Context: an optimization exercise on an open-source flow, tuned for small area. The choices shown serve that exercise and are no tape-out recipe. The RTL was checked by simulation tests, not by an equivalence proof against the original design. No activity file was given, so power comes from the tool's default toggle rates.

$ cat design/flow/run.sh
#!/bin/bash
# synth_recipe.tcl (not shown) runs the flow's synth.tcl, then flattens the netlist and writes it again
# the make line also repeats each setting of config.mk as NAME=value (left out here)
make -C /OpenROAD-flow-scripts/flow DESIGN_CONFIG=/design/flow/config.mk WORK_HOME=/design/flow/orfs CLKGATE_MAP_FILE= SYNTH_SCRIPT=/design/flow/synth_recipe.tcl finish
$ cat design/flow/config.mk
export PLATFORM = sky130hd
export DESIGN_NAME = top
export DESIGN_NICKNAME = top
export VERILOG_FILES = /design/flow/design.v
export SDC_FILE = /design/flow/constraint.sdc
export NUM_CORES = 4
export LEC_CHECK = 0
export ABC_AREA = 1
export CAP_MARGIN = 20
export CORE_MARGIN = 2
export CORE_UTILIZATION = 40
export SLEW_MARGIN = 20
$ cat design/flow/constraint.sdc
create_clock -name core_clock -period 10.0 [get_ports {sys_clk}]
set_input_delay 2.0000 -clock core_clock [delete_from_list [all_inputs] [get_ports {sys_clk}]]
set_output_delay 2.0000 -clock core_clock [all_outputs]
set_load 0.01 [all_outputs]
$ cat design/flow/design.v
module top(
    input            sys_clk,
    input            sys_rst_n,
    input      [4:0] key_in,
    output reg [5:0] seg_sel,
    output     [7:0] seg_led,
    output reg [3:0] led,
    output           beer
);
reg [2:0] ta;
reg       tb5;
reg [2:0] tc;
reg [3:0] td;
wire a0 = ~ta[2] & ~ta[1] & ~ta[0];
wire a1 = ~ta[2] & ~ta[1] &  ta[0];
wire a2 = ~ta[2] &  ta[1] & ~ta[0];
wire a3 = ~ta[2] &  ta[1] &  ta[0];
wire a4 =  ta[2] & ~ta[0];
wire tc_0 = (tc == 3'd0);
wire tc_1 = (tc == 3'd1);
wire tc_4 = tc[2];
wire d0 = (td == 4'd0);
wire d9 = td[3] & td[0];
always @(posedge sys_clk or negedge sys_rst_n)
    if (!sys_rst_n) begin
        ta  <= 3'd7;
        tb5 <= 1'b0;
        tc  <= 3'd0;
        td  <= 4'd0;
    end else begin
        ta <= {~ta[2] & ta[1] & ta[0], ~ta[2] & (ta[1] ^ ta[0]), ~(ta[2] ^ ta[0])};
        if (a4) tb5 <= ~tb5;
        if (a4 & tb5) tc <= tc_4 ? 3'd0 : tc + 3'd1;
        if (a4 & tb5 & tc_4) td <= d9 ? 4'd0 : td + 4'd1;
    end
wire f001  = a0;                        
wire fseg  = a0 & ~tb5;                 
wire ksamp = a4 & tb5 & tc_4;             
wire f1s   = fseg & tc_0 & d0;            
wire p2_50 = a2 & ~tb5 & tc_0;            
wire pz  = d0;
wire p2  = pz & tc_0 & ~tb5 & a2;
wire p4  = pz & tc_0 & ~tb5 & a4;
wire p6  = pz & tc_0 &  tb5 & a1;
wire p8  = pz & tc_0 &  tb5 & a3;
wire p10 = pz & tc_1 & ~tb5 & a0;
wire p12 = pz & tc_1 & ~tb5 & a2;
wire p14 = pz & tc_1 & ~tb5 & a4;
wire p16 = pz & tc_1 &  tb5 & a1;
wire t_even = ~(ta[0] ^ tb5);           
reg [4:0] nk, lk;
always @(posedge sys_clk or negedge sys_rst_n)
    if (!sys_rst_n) nk <= 5'h1f;
    else if (ksamp) nk <= key_in;
always @(posedge sys_clk or negedge sys_rst_n)
    if (!sys_rst_n) lk <= 5'h1f;
    else lk <= nk;
wire [4:0] key = {~lk[4] & nk[4], lk[3:0] & ~nk[3:0]};
wire anykey = |key;
reg [3:0] c10;
reg       f10;
always @(posedge sys_clk or negedge sys_rst_n)
    if (!sys_rst_n) begin
        c10 <= 4'd0;
        f10 <= 1'b0;
    end else if (anykey)
        c10 <= 4'd0;
    else if (f1s) begin
        if (c10[3] & c10[1]) begin
            c10 <= 4'd0;
            f10 <= 1'b1;
        end else begin
            c10 <= c10 + 4'd1;
            f10 <= 1'b0;
        end
    end
reg [1:0] md;                           
reg       set;
wire mclk = (md == 2'd0);
wire mdate = (md == 2'd1);
wire mwatch = (md == 2'd2);
wire malarm = (md == 2'd3);
always @(posedge sys_clk or negedge sys_rst_n)
    if (!sys_rst_n) md <= 2'd0;
    else if (f10) md <= 2'd0;
    else if (key[4] & ~set) md <= md + 2'd1;
always @(posedge sys_clk or negedge sys_rst_n)
    if (!sys_rst_n) set <= 1'b0;
    else if (key[0]) set <= mwatch ? 1'b0 : ~set;
reg [5:0] mseg;
always @(posedge sys_clk or negedge sys_rst_n)
    if (!sys_rst_n) mseg <= 6'b111110;
    else if (set) begin
        if (mdate & p2_50 & (mseg == 6'b111110))
            mseg <= 6'b111100;
        else if (key[1]) begin
            if (mdate)
                mseg <= (mseg == 6'b001111) ? 6'b111100 : {mseg[3:0], 2'b11};
            else
                mseg <= (mseg == 6'b011111) ? 6'b111110 : {mseg[4:0], 1'b1};
        end
    end else
        mseg <= 6'b111110;
reg [8:0] pwm;
reg       fs;
always @(posedge sys_clk or negedge sys_rst_n)
    if (!sys_rst_n) begin
        pwm <= 9'd0;
        fs  <= 1'b1;
    end else if (set) begin
        if (pwm <= 9'd200) begin
            pwm <= pwm + 9'd1;
            fs  <= 1'b1;
        end else if (pwm <= 9'd300) begin
            pwm <= pwm + 9'd1;
            fs  <= 1'b0;
        end else if (pwm < 9'd500) begin
            pwm <= pwm + 9'd1;
            fs  <= 1'b1;
        end else begin
            pwm <= 9'd0;
            fs  <= 1'b0;
        end
    end else
        fs <= 1'b1;
reg [3:0] s1;
reg [2:0] s10;
reg [3:0] m1;
reg [2:0] m10;
reg [3:0] h1;
reg [1:0] h10;
wire cs = mclk & set;
wire ds = mdate & set;
reg G;
reg [1:0] dT;
reg [3:0] dO;
reg       mT;
reg [3:0] mO;
reg [3:0] yT;
reg [3:0] yO;
reg       fd, fm;
wire m31 = mT ? ~mO[0] : (mO == 4'd1 || mO == 4'd3 || mO == 4'd5 || mO == 4'd7 || mO == 4'd8);
wire m30 = mT ? (mO == 4'd1) : (mO == 4'd4 || mO == 4'd6 || mO == 4'd9);
wire mfeb = ~mT & (mO == 4'd2);
wire day31 = (dT == 2'd3) & dO[0];
wire day30p = (dT == 2'd3);
wire day28p = (dT == 2'd3) | ((dT == 2'd2) & dO[3]);
wire day1 = (dT == 2'd0) & (dO == 4'd1);
wire droll = m31 ? day31 : m30 ? day30p : mfeb ? day28p : 1'b0;
wire mon12 = mT & (mO == 4'd2);
always @(posedge sys_clk or negedge sys_rst_n)
    if (!sys_rst_n) G <= 1'b0;
    else if (f1s) G <= ~cs & (s1 == 4'd9);
    else if (p2)  G <= G & ~cs & (s10 == 3'd5);
    else if (p4)  G <= G & ~cs & (m1 == 4'd9);
    else if (p6)  G <= G & ~cs & (m10 == 3'd5);
    else if (p8)  G <= G & ~cs & (h10[1] ? (h1 == 4'd3) : (h1 == 4'd9));
    else if (p10) G <= G & ~cs & (h10 == 2'd2);
    else if (p12) G <= G & ~ds & droll & ~fd;
    else if (p14) G <= G & ~ds & mon12 & ~fm;
wire k2 = key[2];
wire k3 = key[3];
always @(posedge sys_clk or negedge sys_rst_n)
    if (!sys_rst_n) s1 <= 4'd0;
    else if (cs) begin
        if (~mseg[0]) begin
            if (k2) s1 <= (s1 < 4'd9) ? s1 + 4'd1 : 4'd0;
            else if (k3) s1 <= (s1 > 4'd0) ? s1 - 4'd1 : 4'd9;
        end
    end else if (f1s)
        s1 <= (s1 == 4'd9) ? 4'd0 : s1 + 4'd1;
always @(posedge sys_clk or negedge sys_rst_n)
    if (!sys_rst_n) s10 <= 3'd0;
    else if (cs) begin
        if (~mseg[1]) begin
            if (k2) s10 <= (s10 < 3'd5) ? s10 + 3'd1 : 3'd0;
            else if (k3) s10 <= (s10 > 3'd0) ? s10 - 3'd1 : 3'd5;
        end
    end else if (G & p2)
        s10 <= (s10 == 3'd5) ? 3'd0 : s10 + 3'd1;
always @(posedge sys_clk or negedge sys_rst_n)
    if (!sys_rst_n) m1 <= 4'd0;
    else if (cs) begin
        if (~mseg[2]) begin
            if (k2) m1 <= (m1 < 4'd9) ? m1 + 4'd1 : 4'd0;
            else if (k3) m1 <= (m1 > 4'd0) ? m1 - 4'd1 : 4'd9;
        end
    end else if (G & p4)
        m1 <= (m1 == 4'd9) ? 4'd0 : m1 + 4'd1;
always @(posedge sys_clk or negedge sys_rst_n)
    if (!sys_rst_n) m10 <= 3'd0;
    else if (cs) begin
        if (~mseg[3]) begin
            if (k2) m10 <= (m10 < 3'd5) ? m10 + 3'd1 : 3'd0;
            else if (k3) m10 <= (m10 > 3'd0) ? m10 - 3'd1 : 3'd5;
        end
    end else if (G & p6)
        m10 <= (m10 == 3'd5) ? 3'd0 : m10 + 3'd1;
always @(posedge sys_clk or negedge sys_rst_n)
    if (!sys_rst_n) h1 <= 4'd6;
    else if (cs) begin
        if (~mseg[4]) begin
            if (~h10[1]) begin
                if (k3) h1 <= (h1 > 4'd0) ? h1 - 4'd1 : 4'd9;
                else if (k2) h1 <= (h1 < 4'd9) ? h1 + 4'd1 : 4'd0;
            end else begin
                if (k3) h1 <= (h1 > 4'd0) ? h1 - 4'd1 : 4'd3;
                else if (k2) h1 <= (h1 < 4'd3) ? h1 + 4'd1 : 4'd0;
            end
        end
    end else if (G & p8) begin
        if (~h10[1]) h1 <= (h1 == 4'd9) ? 4'd0 : h1 + 4'd1;
        else         h1 <= (h1 == 4'd3) ? 4'd0 : h1 + 4'd1;
    end
always @(posedge sys_clk or negedge sys_rst_n)
    if (!sys_rst_n) h10 <= 2'd0;
    else if (cs) begin
        if (~mseg[5]) begin
            if (h1 > 4'd3) begin
                if (k2) h10 <= (h10 < 2'd1) ? h10 + 2'd1 : 2'd0;
                else if (k3) h10 <= (h10 > 2'd0) ? h10 - 2'd1 : 2'd1;
            end else begin
                if (k2) h10 <= (h10 < 2'd2) ? h10 + 2'd1 : 2'd0;
                else if (k3) h10 <= (h10 > 2'd0) ? h10 - 2'd1 : 2'd2;
            end
        end
    end else if (G & p10)
        h10 <= (h10 == 2'd2) ? 2'd0 : h10 + 2'd1;
wire [1:0] dT_inc = (dO == 4'd9) ? dT + 2'd1 : dT;
wire [3:0] dO_inc = (dO == 4'd9) ? 4'd0 : dO + 4'd1;
wire [1:0] dT_dec = (dO == 4'd0) ? dT - 2'd1 : dT;
wire [3:0] dO_dec = (dO == 4'd0) ? 4'd9 : dO - 4'd1;
always @(posedge sys_clk or negedge sys_rst_n)
    if (!sys_rst_n) begin
        dT <= 2'd2;
        dO <= 4'd2;
        fd <= 1'b0;
    end else if (ds) begin
        if (mseg == 6'b111100) begin
            if (k2) begin
                if ((m31 & ~day31) | (m30 & ~day30p) | (mfeb & ~day28p)) begin
                    dT <= dT_inc; dO <= dO_inc;
                end else if (m31 | m30 | mfeb) begin
                    dT <= 2'd0; dO <= 4'd1;
                end
            end else if (k3) begin
                if (~day1) begin
                    dT <= dT_dec; dO <= dO_dec;
                end else if (m31) begin
                    dT <= 2'd3; dO <= 4'd1;
                end else if (m30) begin
                    dT <= 2'd3; dO <= 4'd0;
                end else if (mfeb) begin
                    dT <= 2'd2; dO <= 4'd8;
                end
            end
        end
    end else if (G & p12) begin
        if (droll) begin
            dT <= 2'd0; dO <= 4'd1;
            fd <= 1'b1;
        end else begin
            dT <= dT_inc; dO <= dO_inc;
            fd <= 1'b0;
        end
    end
always @(posedge sys_clk or negedge sys_rst_n)
    if (!sys_rst_n) begin
        mT <= 1'b0;
        mO <= 4'd1;
        fm <= 1'b0;
    end else if (ds) begin
        if (mseg == 6'b110011) begin
            if (k2) begin
                if (mon12) begin mT <= 1'b0; mO <= 4'd1; end
                else if (mO == 4'd9) begin mT <= 1'b1; mO <= 4'd0; end
                else mO <= mO + 4'd1;
            end else if (k3) begin
                if (~mT & (mO == 4'd1)) begin mT <= 1'b1; mO <= 4'd2; end
                else if (mT & (mO == 4'd0)) begin mT <= 1'b0; mO <= 4'd9; end
                else mO <= mO - 4'd1;
            end
        end
    end else if (G & p14) begin
        if (mon12) begin
            mT <= 1'b0; mO <= 4'd1;
            fm <= 1'b1;
        end else begin
            if (mO == 4'd9) begin mT <= 1'b1; mO <= 4'd0; end
            else mO <= mO + 4'd1;
            fm <= 1'b0;
        end
    end
wire y99 = (yT == 4'd9) & (yO == 4'd9);
wire y00 = (yT == 4'd0) & (yO == 4'd0);
always @(posedge sys_clk or negedge sys_rst_n)
    if (!sys_rst_n) begin
        yT <= 4'd2;
        yO <= 4'd1;
    end else if (ds) begin
        if (mseg == 6'b001111) begin
            if (k2) begin
                if (y99) begin yT <= 4'd0; yO <= 4'd0; end
                else if (yO == 4'd9) begin yT <= yT + 4'd1; yO <= 4'd0; end
                else yO <= yO + 4'd1;
            end else if (k3) begin
                if (y00) begin yT <= 4'd9; yO <= 4'd9; end
                else if (yO == 4'd0) begin yT <= yT - 4'd1; yO <= 4'd9; end
                else yO <= yO - 4'd1;
            end
        end
    end else if (G & p16) begin
        if (y99) begin yT <= 4'd0; yO <= 4'd0; end
        else if (yO == 4'd9) begin yT <= yT + 4'd1; yO <= 4'd0; end
        else yO <= yO + 4'd1;
    end
reg       run;
reg [3:0] w0, w1, w2, w4;
reg [2:0] w3, w5;
wire wclr = mwatch & k3;
always @(posedge sys_clk or negedge sys_rst_n)
    if (!sys_rst_n) run <= 1'b0;
    else if (wclr) run <= 1'b0;
    else if (mwatch & k2) run <= ~run;
always @(posedge sys_clk or negedge sys_rst_n)
    if (!sys_rst_n) begin
        w0 <= 4'd0; w1 <= 4'd0; w2 <= 4'd0; w3 <= 3'd0; w4 <= 4'd0; w5 <= 3'd0;
    end else if (wclr) begin
        w0 <= 4'd0; w1 <= 4'd0; w2 <= 4'd0; w3 <= 3'd0; w4 <= 4'd0; w5 <= 3'd0;
    end else if (run & f001) begin
        if (w0 != 4'd9) w0 <= w0 + 4'd1;
        else begin
            w0 <= 4'd0;
            if (w1 != 4'd9) w1 <= w1 + 4'd1;
            else begin
                w1 <= 4'd0;
                if (w2 != 4'd9) w2 <= w2 + 4'd1;
                else begin
                    w2 <= 4'd0;
                    if (w3 != 3'd5) w3 <= w3 + 3'd1;
                    else begin
                        w3 <= 3'd0;
                        if (w4 != 4'd9) w4 <= w4 + 4'd1;
                        else begin
                            w4 <= 4'd0;
                            w5 <= (w5 != 3'd5) ? w5 + 3'd1 : 3'd0;
                        end
                    end
                end
            end
        end
    end
reg       amode;                         
reg [1:0] a1t, a2t;
reg [3:0] a1m1, a2m1;
reg [2:0] a1m10, a2m10;
reg [2:0] a1h1, a2h1;
reg [1:0] a1h10, a2h10;
wire aset = malarm & set;
always @(posedge sys_clk or negedge sys_rst_n)
    if (!sys_rst_n) amode <= 1'b0;
    else if (aset & ~mseg[0] & (k2 | k3)) amode <= ~amode;
always @(posedge sys_clk or negedge sys_rst_n)
    if (!sys_rst_n) begin
        a1t <= 2'd1; a1m1 <= 4'd0; a1m10 <= 3'd1; a1h1 <= 3'd6; a1h10 <= 2'd0;
    end else if (aset & ~amode) begin
        if (k2) begin
            if (~mseg[1])      a1t   <= (a1t < 2'd2)   ? a1t + 2'd1   : 2'd0;
            else if (~mseg[2]) a1m1  <= (a1m1 < 4'd9)  ? a1m1 + 4'd1  : 4'd0;
            else if (~mseg[3]) a1m10 <= (a1m10 < 3'd5) ? a1m10 + 3'd1 : 3'd0;
            else if (~mseg[4]) a1h1  <= (a1h1 < 3'd3)  ? a1h1 + 3'd1  : 3'd0;
            else if (~mseg[5]) a1h10 <= (a1h10 < 2'd2) ? a1h10 + 2'd1 : 2'd0;
        end else if (k3) begin
            if (~mseg[1])      a1t   <= (a1t > 2'd0)   ? a1t - 2'd1   : 2'd2;
            else if (~mseg[2]) a1m1  <= (a1m1 > 4'd0)  ? a1m1 - 4'd1  : 4'd9;
            else if (~mseg[3]) a1m10 <= (a1m10 > 3'd0) ? a1m10 - 3'd1 : 3'd5;
            else if (~mseg[4]) a1h1  <= (a1h1 > 3'd0)  ? a1h1 - 3'd1  : 3'd3;
            else if (~mseg[5]) a1h10 <= (a1h10 > 2'd0) ? a1h10 - 2'd1 : 2'd2;
        end
    end
always @(posedge sys_clk or negedge sys_rst_n)
    if (!sys_rst_n) begin
        a2t <= 2'd0; a2m1 <= 4'd5; a2m10 <= 3'd1; a2h1 <= 3'd6; a2h10 <= 2'd0;
    end else if (aset & amode) begin
        if (k2) begin
            if (~mseg[1])      a2t   <= (a2t < 2'd2)   ? a2t + 2'd1   : 2'd0;
            else if (~mseg[2]) a2m1  <= (a2m1 < 4'd9)  ? a2m1 + 4'd1  : 4'd0;
            else if (~mseg[3]) a2m10 <= (a2m10 < 3'd5) ? a2m10 + 3'd1 : 3'd0;
            else if (~mseg[4]) a2h1  <= (a2h1 < 3'd3)  ? a2h1 + 3'd1  : 3'd0;
            else if (~mseg[5]) a2h10 <= (a2h10 < 2'd2) ? a2h10 + 2'd1 : 2'd0;
        end else if (k3) begin
            if (~mseg[1])      a2t   <= (a2t > 2'd0)   ? a2t - 2'd1   : 2'd2;
            else if (~mseg[2]) a2m1  <= (a2m1 > 4'd0)  ? a2m1 - 4'd1  : 4'd9;
            else if (~mseg[3]) a2m10 <= (a2m10 > 3'd0) ? a2m10 - 3'd1 : 3'd5;
            else if (~mseg[4]) a2h1  <= (a2h1 > 3'd0)  ? a2h1 - 3'd1  : 3'd3;
            else if (~mseg[5]) a2h10 <= (a2h10 > 2'd0) ? a2h10 - 2'd1 : 2'd2;
        end
    end
wire sec01 = (s10 == 3'd0) & (s1 == 4'd1);
wire cmp1 = sec01 & (h10 == a1h10) & (h1 == {1'b0, a1h1}) & (m10 == a1m10) & (m1 == a1m1);
wire cmp2 = sec01 & (h10 == a2h10) & (h1 == {1'b0, a2h1}) & (m10 == a2m10) & (m1 == a2m1);
reg  [1:0] mk, up;
reg  [1:0] mk_n;
always @(*) begin
    mk_n = mk;
    if (cmp1) begin
        if (a1t == 2'd1) mk_n[0] = 1'b1;
        else if (a1t == 2'd2) mk_n[1] = 1'b1;
    end else if (cmp2) begin
        if (a2t == 2'd1) mk_n[0] = 1'b1;
        else if (a2t == 2'd2) mk_n[1] = 1'b1;
    end else
        mk_n = 2'b00;
end
always @(posedge sys_clk or negedge sys_rst_n)
    if (!sys_rst_n) begin
        mk <= 2'b00;
        up <= 2'b00;
    end else if (t_even) begin
        mk <= mk_n;
        up <= mk_n & ~mk;
    end else
        up <= 2'b00;
reg       en1, en2, enk, re1, re2;
reg [3:0] ct;
reg [6:0] sk;
wire [3:0] dm1 = m1 - ct;
wire [3:0] dm2 = ct - m1;
wire d5 = (dm1 == 4'd5) | (dm2 == 4'd5);
wire sk69 = (sk == 7'd69);
always @(posedge sys_clk or negedge sys_rst_n)
    if (!sys_rst_n) begin
        en1 <= 1'b0; en2 <= 1'b0; enk <= 1'b0; re1 <= 1'b0; re2 <= 1'b0;
        ct <= 4'd0;
    end else if (up[0])
        en1 <= 1'b1;
    else if (up[1])
        en2 <= 1'b1;
    else if (anykey) begin
        enk <= 1'b1;
        if (k2 & (en1 | en2)) begin
            en1 <= 1'b0; en2 <= 1'b0; re1 <= 1'b0; re2 <= 1'b0;
            ct <= 4'd0;
        end else if (k3 & en1) begin
            en1 <= 1'b0; re1 <= 1'b1;
            ct <= m1;
        end else if (k3 & en2) begin
            en2 <= 1'b0; re2 <= 1'b1;
            ct <= m1;
        end
    end else if (d5 & re1)
        en1 <= 1'b1;
    else if (d5 & re2)
        en2 <= 1'b1;
    else if (en1 & en2)
        en2 <= 1'b0;
    else if (sk69)
        enk <= 1'b0;
reg       beep_r;
reg [6:0] cnt, pitch, c1;
reg [6:0] st;
reg [1:0] tm;                            
wire ring = en1 | en2;
assign beer = beep_r;
always @(posedge sys_clk or negedge sys_rst_n)
    if (!sys_rst_n) begin
        cnt <= 7'd0;
        beep_r <= 1'b0;
        sk <= 7'd0;
    end else if (ring) begin
        if (cnt == pitch) begin
            cnt <= 7'd0;
            beep_r <= ~beep_r;
        end else
            cnt <= cnt + 7'd1;
    end else if (enk) begin
        sk <= sk69 ? 7'd0 : sk + 7'd1;
        if (cnt == 7'd38) begin
            cnt <= 7'd0;
            beep_r <= ~beep_r;
        end else
            cnt <= cnt + 7'd1;
    end else begin
        cnt <= 7'd0;
        beep_r <= 1'b0;
    end
wire c1lt = tm[0] ? (c1 < 7'd120) : tm[1] ? (c1 < 7'd90) : 1'b0;
always @(posedge sys_clk or negedge sys_rst_n)
    if (!sys_rst_n) begin
        c1 <= 7'd0;
        st <= 7'd0;
    end else if (ring) begin
        if (c1lt) c1 <= c1 + 7'd1;
        else begin
            c1 <= 7'd0;
            st <= (st == 7'd65) ? 7'd0 : st + 7'd1;
        end
    end else begin
        c1 <= 7'd0;
        st <= 7'd0;
    end
localparam L_5=7'd64, L_6=7'd57, L_7=7'd51,
           M_1=7'd48, M_2=7'd43, M_3=7'd38, M_4=7'd36, M_5=7'd32, M_6=7'd28, M_7=7'd25,
           H_1=7'd24, H_2=7'd21, H_3=7'd19, O=7'd0;
reg [6:0] tune1, tune2;
always @(*) begin
    case (st)
        7'd0: tune1 = M_1;   7'd1: tune1 = H_1;   7'd2: tune1 = M_7;   7'd3: tune1 = M_5;
        7'd4: tune1 = M_2;   7'd5: tune1 = M_2;   7'd6: tune1 = M_2;   7'd7: tune1 = M_3;
        7'd8: tune1 = M_3;   7'd9: tune1 = M_3;   7'd10: tune1 = O;    7'd11: tune1 = M_1;
        7'd12: tune1 = H_1;  7'd13: tune1 = M_7;  7'd14: tune1 = M_5;  7'd15: tune1 = M_2;
        7'd16: tune1 = M_2;  7'd17: tune1 = M_2;  7'd18: tune1 = M_2;  7'd19: tune1 = M_1;
        7'd20: tune1 = M_2;  7'd21: tune1 = M_5;  7'd22: tune1 = M_5;  7'd23: tune1 = M_3;
        7'd24: tune1 = M_3;  7'd25: tune1 = M_3;  7'd26: tune1 = O;    7'd27: tune1 = L_6;
        7'd28: tune1 = L_6;  7'd29: tune1 = L_7;  7'd30: tune1 = M_1;  7'd31: tune1 = M_3;
        7'd32: tune1 = M_6;  7'd33: tune1 = M_6;  7'd34: tune1 = O;    7'd35: tune1 = L_6;
        7'd36: tune1 = L_6;  7'd37: tune1 = L_7;  7'd38: tune1 = M_1;  7'd39: tune1 = M_3;
        7'd40: tune1 = M_5;  7'd41: tune1 = M_5;  7'd42: tune1 = O;    7'd43: tune1 = L_5;
        7'd44: tune1 = L_6;  7'd45: tune1 = L_7;  7'd46: tune1 = M_1;  7'd47: tune1 = M_3;
        7'd48: tune1 = M_6;  7'd49: tune1 = M_5;  7'd50: tune1 = M_6;  7'd51: tune1 = M_7;
        7'd52: tune1 = H_1;  7'd53: tune1 = M_7;  7'd54: tune1 = H_1;  7'd55: tune1 = H_2;
        7'd56: tune1 = M_7;  7'd57: tune1 = M_7;  7'd58: tune1 = M_7;
        default: tune1 = O;
    endcase
    case (st)
        7'd0: tune2 = H_1;   7'd1: tune2 = H_1;   7'd2: tune2 = O;     7'd3: tune2 = H_1;
        7'd4: tune2 = H_1;   7'd5: tune2 = O;     7'd6: tune2 = H_1;   7'd7: tune2 = H_1;
        7'd8: tune2 = O;     7'd9: tune2 = M_3;   7'd10: tune2 = M_4;  7'd11: tune2 = M_5;
        7'd12: tune2 = M_6;  7'd13: tune2 = M_5;  7'd14: tune2 = M_3;  7'd15: tune2 = M_5;
        7'd16: tune2 = M_5;  7'd17: tune2 = H_1;  7'd18: tune2 = H_2;  7'd19: tune2 = H_3;
        7'd20: tune2 = H_3;  7'd21: tune2 = H_3;  7'd22: tune2 = H_3;  7'd23: tune2 = H_3;
        7'd24: tune2 = H_3;  7'd25: tune2 = H_1;  7'd26: tune2 = H_2;  7'd27: tune2 = H_3;
        7'd28: tune2 = H_2;  7'd29: tune2 = H_2;  7'd30: tune2 = H_1;  7'd31: tune2 = H_2;
        7'd32: tune2 = H_2;  7'd33: tune2 = H_3;  7'd34: tune2 = H_2;  7'd35: tune2 = H_1;
        7'd36: tune2 = H_1;  7'd37: tune2 = H_1;  7'd38: tune2 = H_1;  7'd39: tune2 = H_1;
        7'd40: tune2 = H_1;  7'd41: tune2 = M_3;  7'd42: tune2 = M_4;  7'd43: tune2 = M_5;
        7'd44: tune2 = M_6;  7'd45: tune2 = M_5;  7'd46: tune2 = M_3;  7'd47: tune2 = M_5;
        7'd48: tune2 = M_5;  7'd49: tune2 = H_1;  7'd50: tune2 = H_2;  7'd51: tune2 = H_3;
        7'd52: tune2 = H_3;  7'd53: tune2 = H_3;  7'd54: tune2 = H_3;  7'd55: tune2 = O;
        7'd56: tune2 = H_2;  7'd57: tune2 = H_2;  7'd58: tune2 = H_2;  7'd59: tune2 = H_2;
        7'd60: tune2 = O;    7'd61: tune2 = H_1;  7'd62: tune2 = H_1;  7'd63: tune2 = H_1;
        7'd64: tune2 = H_1;
        default: tune2 = O;
    endcase
end
always @(posedge sys_clk or negedge sys_rst_n)
    if (!sys_rst_n) begin
        tm <= 2'd0;
        pitch <= 7'd0;
    end else if (en1) begin
        tm <= 2'd1;
        pitch <= tune1;
    end else if (en2) begin
        tm <= 2'd2;
        pitch <= tune2;
    end
reg [2:0] ksel;
wire [2:0] knext = fseg ? ((ksel == 3'd5) ? 3'd0 : ksel + 3'd1) : ksel;
wire [2:0] a_h1  = amode ? a2h1  : a1h1;
wire [1:0] a_h10 = amode ? a2h10 : a1h10;
wire [2:0] a_m10 = amode ? a2m10 : a1m10;
wire [3:0] a_m1  = amode ? a2m1  : a1m1;
wire [1:0] a_t   = amode ? a2t   : a1t;
reg [3:0] dsel;
always @(*) begin
    case (md)
        2'd0: case (knext)
                3'd0: dsel = s1;
                3'd1: dsel = {1'b0, s10};
                3'd2: dsel = m1;
                3'd3: dsel = {1'b0, m10};
                3'd4: dsel = h1;
                default: dsel = {2'b00, h10};
              endcase
        2'd1: case (knext)
                3'd0: dsel = dO;
                3'd1: dsel = {2'b00, dT};
                3'd2: dsel = mO;
                3'd3: dsel = {3'b000, mT};
                3'd4: dsel = yO;
                default: dsel = yT;
              endcase
        2'd2: case (knext)
                3'd0: dsel = w0;
                3'd1: dsel = w1;
                3'd2: dsel = w2;
                3'd3: dsel = {1'b0, w3};
                3'd4: dsel = w4;
                default: dsel = {1'b0, w5};
              endcase
        default: case (knext)
                3'd0: dsel = {2'b00, amode, ~amode};
                3'd1: dsel = {2'b00, a_t};
                3'd2: dsel = a_m1;
                3'd3: dsel = {1'b0, a_m10};
                3'd4: dsel = {1'b0, a_h1};
                default: dsel = {2'b00, a_h10};
              endcase
    endcase
end
reg [3:0] X, nd, ndq;
reg       dot, dotq;
wire vis = fs | mseg[ksel];
wire k24 = (ksel == 3'd2) | (ksel == 3'd4);
always @(posedge sys_clk or negedge sys_rst_n)
    if (!sys_rst_n) begin
        ksel <= 3'd0;
        X <= 4'd0;
        seg_sel <= 6'b111111;
        nd <= 4'd0;
        dot <= 1'b1;
        ndq <= 4'd0;
        dotq <= 1'b1;
        led <= 4'b0000;
    end else begin
        ksel <= knext;
        X <= dsel;
        seg_sel <= (vis | k24) ? ~(6'b000001 << ksel) : 6'b111111;
        if (vis) nd <= X;
        else if (k24) nd <= 4'd10;
        if (k24) dot <= 1'b0;
        else if (vis) dot <= 1'b1;
        ndq <= nd;
        dotq <= dot;
        led <= {malarm, mwatch, mdate, mclk};
    end
reg [6:0] seg7;
always @(*)
    case (ndq)
        4'd1: seg7 = 7'b1111001;
        4'd2: seg7 = 7'b0100100;
        4'd3: seg7 = 7'b0110000;
        4'd4: seg7 = 7'b0011001;
        4'd5: seg7 = 7'b0010010;
        4'd6: seg7 = 7'b0000010;
        4'd7: seg7 = 7'b1111000;
        4'd8: seg7 = 7'b0000000;
        4'd9: seg7 = 7'b0010000;
        4'd10: seg7 = 7'b1111111;
        default: seg7 = 7'b1000000;
    endcase
assign seg_led = {dotq, seg7};
endmodule
==> run summary <==
==> worst register-to-register path, stage by stage, from the launching register on <==
cell and delay (ns):
dfstp_2 0.51, inv_1 0.04, nor2_2 0.06, buf_4 0.44
inv_1 0.11, buf_4 0.30, nand2_1 0.24, inv_1 0.25
o32ai_1 0.98, a41oi_1 0.23
==> placed cells by master, fill, tap and decap left out, types with 43 or more instances in the layout <==
cell type,instances
nand2_1,333
inv_1,281
nor2_1,197
o21ai_0,197
dfrtp_1,174
ha_1,113
nand3_1,111
a21oi_1,94
o22ai_1,52
dfstp_2,43
==> routing by layer <==
layer / global-route usage, % / vias to the layer above
met5: 0 / -
li1: - / 6709
met2: 34.53 / 456
met3: 2.470 / 99
met1: 31.92 / 6521
met4: 6.461 / 0
==> final timing paths <==
| kind | start | endpoint | slack [ns] | depth (start not counted) |
|---|---|---|---|---|
| worst max register to register | lk[2]$_DFF_PN1_ | m1[3]$_DFFE_PN0P_ | 6.64 | 9 |
| worst max-delay path | ndq[0]$_DFF_PN0_ | seg_led[3] | 5.83 | 7 |
| max in group asynchronous | sys_rst_n | a1t[1]$_DFFE_PN0P_ | 7.07 | 2 |
| worst min register to register | nk[4]$_DFFE_PN1P_ | lk[4]$_DFF_PN1_ | 0.37 | 0 |
| min in group asynchronous | sys_rst_n | pitch[6]$_DFFE_PN0N_ | 1.49 | 1 |
| worst min-delay path | nk[4]$_DFFE_PN1P_ | lk[4]$_DFF_PN1_ | 0.37 | 0 |
==> sequential cells by signal, summed over array words and instances, names as in the netlist, 5 cells and up <==
register	cells
nk	5
seg_sel	6
c1	7
mseg	6
cnt	7
pitch	7
st	7
lk	5
pwm	9
sk	7
==> cells by family after synthesis <==
| group | Yosys count | share of synthesized area [%] |
|---|---|---|
| buffers and inverters | 340 | 8.700 |
| AOI/OAI and AO/OA | 492 | 20.00 |
| DFF | 217 | 36.53 |
| xor gates and xnor gates | 54 | 3.200 |
| adders and majority gates | 115 | 9.683 |
| muxes | 4 | 0.2667 |
| and+or+nand+nor | 749 | 21.63 |
==> cell type report <==
cell class	count	area, sq um	area share [%]
clock buffer	40	774.5	4.673
clock inverter	9	98.84	0.5964
inverter	293	1105	6.666
multi-input combinational	1414	8227	49.63
sequential	217	5484	33.09
tap	468	585.6	3.533
timing repair buffer	31	300.3	1.812
==> synth_stat cells (3+ instances only) <==
| cell type | n |
|---|---|
| a22oi_1 | 5 |
| a31oi_1 | 22 |
| nand3_1 | 111 |
| o21a_1 | 3 |
| o21ai_1 | 5 |
| xor2_1 | 32 |
| inv_1 | 281 |
| dfstp_2 | 43 |
| a311oi_1 | 3 |
| xnor2_1 | 21 |
| o22ai_1 | 52 |
| mux2i_1 | 4 |
| o221ai_1 | 24 |
| o211ai_1 | 24 |
| ha_1 | 113 |
| a211oi_1 | 8 |
| nor2_4 | 7 |
| dfrtp_1 | 174 |
| nand2_1 | 333 |
| a221oi_1 | 6 |
| nor2_1 | 198 |
| nand4_1 | 22 |
| buf_2 | 11 |
| o2111ai_1 | 6 |
| a32oi_1 | 3 |
| clkinv_1 | 5 |
| o31ai_1 | 8 |
| clkbuf_1 | 30 |
| a41oi_1 | 5 |
| o21ai_0 | 197 |
| o32ai_1 | 5 |
| inv_2 | 5 |
| nand2_4 | 3 |
| nor4_1 | 11 |
| buf_1 | 4 |
| nor3b_1 | 7 |
| a22o_1 | 5 |
| nor3_1 | 42 |
| nand2_2 | 4 |
| a21oi_1 | 94 |
| or2_2 | 3 |
==> where the power goes <==
part	switching [mW]	total, mW	internal (mW)
registers	0	0.879	0.879
logic	0.0179	0.0211	0.00318
clock network	0.383	0.967	0.585
total	0.400	1.87	1.47
==> per-stage QoR <==
step,instance area [sq um],utilization (%)
after floorplan,15010,-
after global placement,15700,42.68
after detailed placement,15700,42.68
after CTS,16570,45.06
after global routing,16570,45.06
final,16570,45.06
==> flow_summary.toml <==
[clocking]
cts.root.buffer_cell = "clkbuf_16"
cts_setup_buffers = 0
worst_skew_pair.late_latency_ns = 0.55
cts-hold-fix-buffers = 0
clock_tree.htree_level_count = 1
clock_tree_buffer_depth = 3
cts_clock_pin_slew_for_the_worst_setup_and_hold_paths_ns = 0.05
tritoncts = "done"
clock_sinks = 217
postCtsResizedCells = 0
cts_buffer_count = 27

[timing]
fin_worst_skew_ns = 0.02390
timing.final.crit_period_ns = 4.168
timing_max_transition_violations_final = 0
timing.final.ws_setup_ns = 5.832
final.period_utilization_pct = 41.68
finalHoldWorstSlack_ns = 0.3656
achievable-frequency_mhz = 239.9
final.setup.tns_ns = 0
rsz0062_at_grt = "no"
hold_viol_final = 0
worst_slew_pin_slew_ns = 1.071
setup_viol = 0
timing.max_slew.rel_slack_pct = 28.40

[run]
drv.max_cap_violation_count = 0

[detailed_routing]
route.met2.wl_um = 18530
wirelength_um = 42480
vias_per_cell = 5.576
detailedRoute.firstPassIterationCount = 5
detail_route.drc_violations = 0
met3RoutedLength_um = 2411
drtIter0Drc = 1281
detailroute.via_count = 13790
m1WireLength_um = 20320
maxUsedRoutingLayer = "met4"
ant_nets = 0
post_drt_wl_per_cell_um = 17.19

[yosys]
sequential_element_share_of_the_synthesized_area_pct = 36.53
netlist-cell-type-count = 66
synth_edf_count = 0
synthesis.instances = 1971
netlist.top_cell.by_area = "dfrtp_1"
synth.ff_latch_count = 217
synth_top_area_share_pct = 29.00
ranking_of_synthesized_cells_by_area = "dfrtp_1, ha_1, nand2_1"
postSynthAreaPerCell_sq_um = 7.618
postSynth.topFlopCell = "dfrtp_1"
yosysWarningCount = 1
asyncSetResetFlopFracSynth_pct = 100.0
synth.net_count = 2093
synth_area_sq_mm = 0.01501

[worst_setup_path]
timing.critical_path.buf_inv = 3
worst_ep_required_time_ns = 8.00
critical_path_peak_fanout = 4
crit_slowest_cell = "clkdlybuf4s50_1"
start_kind = "register"
crit_path_frequent_cell = "inv_1"
top_family_by_delay_on_critical_path = "buffers and inverters"
crit_path_end_kind = "output pin"
worst_ep_arrival_time_ns = 2.17
worstSetupPathType = "reg -> out"
crit_path_cell_trace = "inv_1 > ha_1 > inv_1 > nor2_1 > nand2_1 > o211ai_1 > clkdlybuf4s50_1"
crit_path_max_incr_delay_ns = 0.56

[global_route]
antenna_found_initial = 0
grt_pass1_vias = 13170
grt.overflow.total = 0
grt_start_max_net_pins = 96
grt_first_pass_wirelength_um = 69580
track_usage_pct = 22.00

[floorplanning]
core_sq_mm = 0.03679
boundaryPins = 26
die_width_um = 197.7
start_util_pct = 40.82
die_h_um = 197.7
standard_cell_rows = 70
die_area_sq_mm = 0.03910

[placed_design]
post-place-ws_ns = 6.376
routabilityCongestion = 0.9370
placed_cells = 2423
port_buffers = 25
detailedPlacementHpwl_um = 31200

[power_and_ir_drop]
power-per-cell-area_mw_per_mm2 = 112.7
maximum_vdd_drop_v = 0.0001257
p_leak_nw = 7.521
p_total_mw = 1.868

[run_status]
run_status = "timing/DRC/antenna clean"

[cells_and_area]
num_antenna_cells = 0
num-fill-cells = 3615
layoutNonFillerInstCount = 2472
syn_to_final_growth_pct = 10.39
drive_above_1_share_pct = 6.337
finish.net_count = 2106

[min_path]
holdCritPathClass = "reg -> reg"

afterwards: timing with drivers on the ports:
The flow's constraints put no driver on any port. The routed layout listed below was extracted and timed again, unchanged, in two steps.
Step 1 (the two cells are an assumption about what drives the block):
set clk [get_ports {sys_clk}]
set_driving_cell -lib_cell sky130_fd_sc_hd__clkbuf_16 $clk
set_driving_cell -lib_cell sky130_fd_sc_hd__buf_2 [delete_from_list [all_inputs] $clk]
Step 2 times the ports against the registers' clock, not the clock port: input delays grow and output delays shrink by t, the midpoint of the rising clock arrivals with the driver on.
a / b / c = ideal ports / drivers / drivers and shift; a / b = the first two.
t, ns: 0.590
setup slack, ns: 5.832 / 5.780 / 6.370
worst hold slack (ns): 0.366 / 0.366 / 0.366
worst setup path at the end: register to output
worst data-port slew with drivers (ns): 0.05
After both steps setup and hold are still met in this run. For this run, drivers alone change the setup slack by -0.052 ns; drivers and shift together by +0.538 ns.
